Context: an optimization exercise on an open-source flow, tuned for small area and a short achievable clock period. The choices shown serve that exercise and are no tape-out recipe. In this exercise RTL edits were held to simulation tests only and were not proved equivalent to the original. Power and IR drop assume default switching activity.

==> flow/design.v (excerpt) <==
module Fir(reset_n,clk,x_in,y_out);
input reset_n,clk;
input [15:0]x_in;
output [23:0]y_out;
wire [15:0]f;    
wire [13:0]q;    
wire [16:0]s3;
wire [17:0]s2,s1;
wire [17:0]y;
reg [13:0]r4;
reg [16:0]r3;
reg [17:0]r2,r1;
mult7_8 m(.a(x_in),.y(f));
assign q=x_in[15:2];
assign s3=f+r4;
assign s2=x_in+r3;
assign s1=f+r2;
assign y=q+r1;
always @(posedge clk or negedge reset_n)
begin
if(!reset_n)
	begin
	r4<=14'h0;
	r3<=17'h0;
	r2<=18'h0;
	r1<=18'h0;
	end
else
	begin
	r4<=q;
	r3<=s3;
	r2<=s2;
	r1<=s1;
	end
end
assign y_out={6'b0,y};
endmodule
For scale: ~530 cells after synthesis, ~67 flip-flops, about 42 I/O pins, roughly 5100 um^2 of cells after synthesis.
Settings: LEC_CHECK=0, CAP_MARGIN=20, CORE_MARGIN=2, CORE_UTILIZATION=40, CTS_BUF_LIST=sky130_fd_sc_hd__clkbuf_4, CTS_CLUSTER_SIZE=30, SETUP_SLACK_MARGIN=4.5, SLEW_MARGIN=20; clock period 10.0 ns.
run.sh (not shown) runs the stock make flow with config.mk's settings and CLKGATE_MAP_FILE= SYNTH_SCRIPT=/design/flow/synth_recipe.tcl, a recipe that flattens the netlist after the stock synthesis.
Next try:
Settings changed: ABC_CLOCK_PERIOD_IN_PS set to 1500, CTS_BUF_LIST sky130_fd_sc_hd__clkbuf_4 to not set, CTS_CLUSTER_SIZE 30 to not set.
After rerunning: The new run went through all stages and came out clean. Routed wire length grows slightly. Worst hold slack is worse by 0.0072 ns. Via count climbs slightly. Setup slack stays flat. Cell count barely changes. Utilization went up by 1.2 points. Clock skew goes down by 0.0051 ns. Die area does not change. Sequential share of layout area went down by 0.67 points. Sequential power hardly moves.
Next try:
Settings changed: ABC_CLOCK_PERIOD_IN_PS 1500 to not set, SETUP_SLACK_MARGIN 4.5 to not set.
The changed run passed the timing, design-rule and antenna checks. Core utilization goes down by 3.2 points. Clock-buffer cell count goes up by 3. Cell count goes down by 1.8%. Cell area goes down by 6.4%. Setup slack gets worse by 1.4 ns. Power goes down by about 6%.


Setup of job 3756:
Another version of the RTL of Fir (not shown whole).
For scale: ~340 cells after synthesis, ~42 I/O pins, ~4500 µm² of cells after synthesis.
==> flow/config.mk <==
export PLATFORM = sky130hd
export DESIGN_NAME = Fir
export DESIGN_NICKNAME = Fir
export VERILOG_FILES = /design/flow/design.v
export SDC_FILE = /design/flow/constraint.sdc
export NUM_CORES = 4
export LEC_CHECK = 0
export CAP_MARGIN = 20
export CORE_MARGIN = 2
export CORE_UTILIZATION = 40
export CTS_BUF_LIST = sky130_fd_sc_hd__clkbuf_4 sky130_fd_sc_hd__clkbuf_8
export CTS_CLUSTER_SIZE = 30
export SETUP_SLACK_MARGIN = 0.0
export SLEW_MARGIN = 20
export SYNTH_HIERARCHICAL = 1
export SYNTH_MINIMUM_KEEP_SIZE = 0
==> flow/constraint.sdc <==
create_clock -name core_clock -period 10.0 [get_ports {clk}]
set_input_delay 2.0000 -clock core_clock [delete_from_list [all_inputs] [get_ports {clk}]]
set_output_delay 2.0000 -clock core_clock [all_outputs]
set_load 0.01 [all_outputs]
standard.sh (not shown) runs the stock make flow with config.mk's settings and CLKGATE_MAP_FILE= SYNTH_SCRIPT=/design/flow/synth_recipe.tcl, a recipe that flattens the netlist after the stock synthesis.
==> flow/flow/run.sh <==
#!/bin/bash
# Own layout flow: the standard flow (standard.sh), with two changes:
#  - clock tree synthesis without dummy load cells (-dont_use_dummy_load),
#  - port buffers start from buf_1 instead of the flow's default choice.
# Each tool's output goes to the ORFS logs under orfs/logs/; make's own output
# goes to flow_make.log here.
set -euo pipefail
bash standard.sh \
  "CTS_ARGS=-sink_clustering_enable -repair_clock_nets -dont_use_dummy_load -sink_clustering_size 30 -buf_list {sky130_fd_sc_hd__clkbuf_4 sky130_fd_sc_hd__clkbuf_8}" \
  "BUFFER_PORTS_ARGS=-buffer_cell sky130_fd_sc_hd__buf_1" \
  finish > flow_make.log 2>&1
Job 3756 ran to completion and came out clean on the timing, design-rule and antenna checks.
What job 4963 does differently from job 3756 at the input level:
Settings: SETUP_SLACK_MARGIN: 0.0 -> 4.3.
## What came out
Job 4963 vs job 3756: global-route wire length before repair down by a few percent. Across both runs, standby leakage power was higher for job 4963 than for job 3756. Job 3756 has higher clock period minus final worst setup slack than job 4963.
For job 9259, these inputs were changed with respect to job 4963:
Settings: SETUP_SLACK_MARGIN now 3.7, was 4.3.
Results
The lower highest achievable clock rate of job 9259 and job 4963 is in job 9259.
Job 9259 has shortest period the worst path allows above what job 4963 had.
Status: number of antenna cells inserted parity (job 9259, job 4963)
In job 9259 the cell area after layout turned out 170 µm² lower than in job 4963.
Combinational power for job 9259 is lower than for job 4963.
Against job 4963, job 9259 comes in 0.73 points lower on fraction of area in multi-input gates.
Relative to job 4963, power has gone down in job 9259.
Relative to job 4963, period utilization increased by 4.6 points in job 9259.
The hold slack of job 9259 exceeds that of job 4963 by 0.0087 ns.
### job 9259 -> job 7073
Settings: changing SETUP_SLACK_MARGIN from 3.7 to 4.3; removing CTS_BUF_LIST (formerly sky130_fd_sc_hd__clkbuf_4 sky130_fd_sc_hd__clkbuf_8); changing CORE_UTILIZATION from 40 to 60; removing CTS_CLUSTER_SIZE (formerly 30).
==> summary.txt <==
Taking job 9259 as 1.0, job 7073 lands at 1.09 on net switching power of the design.
Combinational share of power (job 7073 over job 9259): increase, 2.2 points
Diff job 9259 -> job 7073: routed wire length picked up an extra 470 µm, total clock network power neither gained nor lost much, quantity of hold-fixing buffers added after cts neither gained nor lost much.
What job 307 does differently from job 7073 at the input level:
Settings: CORE_UTILIZATION: 60 -> 40; CTS_BUF_LIST: unset -> sky130_fd_sc_hd__clkbuf_4 sky130_fd_sc_hd__clkbuf_8; CTS_CLUSTER_SIZE: unset -> 30; SETUP_SLACK_MARGIN: 4.3 -> 4.0.
Job 307 does better than job 7073 on HPWL after detailed placement. Clock skew: job 307 vs job 7073 down 0.0090 ns. | peak per-stage delay on the critical path | lower: job 7073 |.

-- re-timing with driven ports --
The results above use ideal ports. As a check the final layouts listed here were re-extracted and re-timed, cells and wires unchanged. Step 1 (the two cells are an assumption about what drives the block):
set clk [get_ports {clk}]
set_driving_cell -lib_cell sky130_fd_sc_hd__clkbuf_16 $clk
set_driving_cell -lib_cell sky130_fd_sc_hd__buf_2 [delete_from_list [all_inputs] $clk]
Step 2, shift: input delay + t, output delay - t, t = (earliest + latest rising clock arrival at the registers) / 2. This alone moves slack from input paths to output paths. a / b / c = no drivers / after step 1 / after step 2; a / b = the first two.
run | t (ns) | setup slack, ns | worst register clock-pin slew, ns
the first run of note 1 | 0.442 | 4.063 / 4.000 / 4.000 | 0.11 / 0.11
the second run of note 1 | 0.366 | 4.063 / 4.001 / 4.001 | 0.05 / 0.05
the third run of note 1 | 0.368 | 2.679 / 2.657 / 2.657 | 0.05 / 0.05
job 3756 | 0.361 | 3.720 / 3.729 / 3.368 | 0.08 / 0.08
job 4963 | 0.365 | 4.399 / 4.376 / 4.040 | 0.07 / 0.07
job 9259 | 0.360 | 3.937 / 3.914 / 3.618 | 0.08 / 0.08
job 7073 | 0.381 | 4.383 / 4.359 / 4.028 | 0.08 / 0.08
job 307 | 0.361 | 4.136 / 4.133 / 3.772 | 0.08 / 0.08
After both steps setup and hold are still met in every run listed. The setup slack of job 307, which loses most, moves by -0.003 ns with the drivers and by -0.364 ns with both steps.
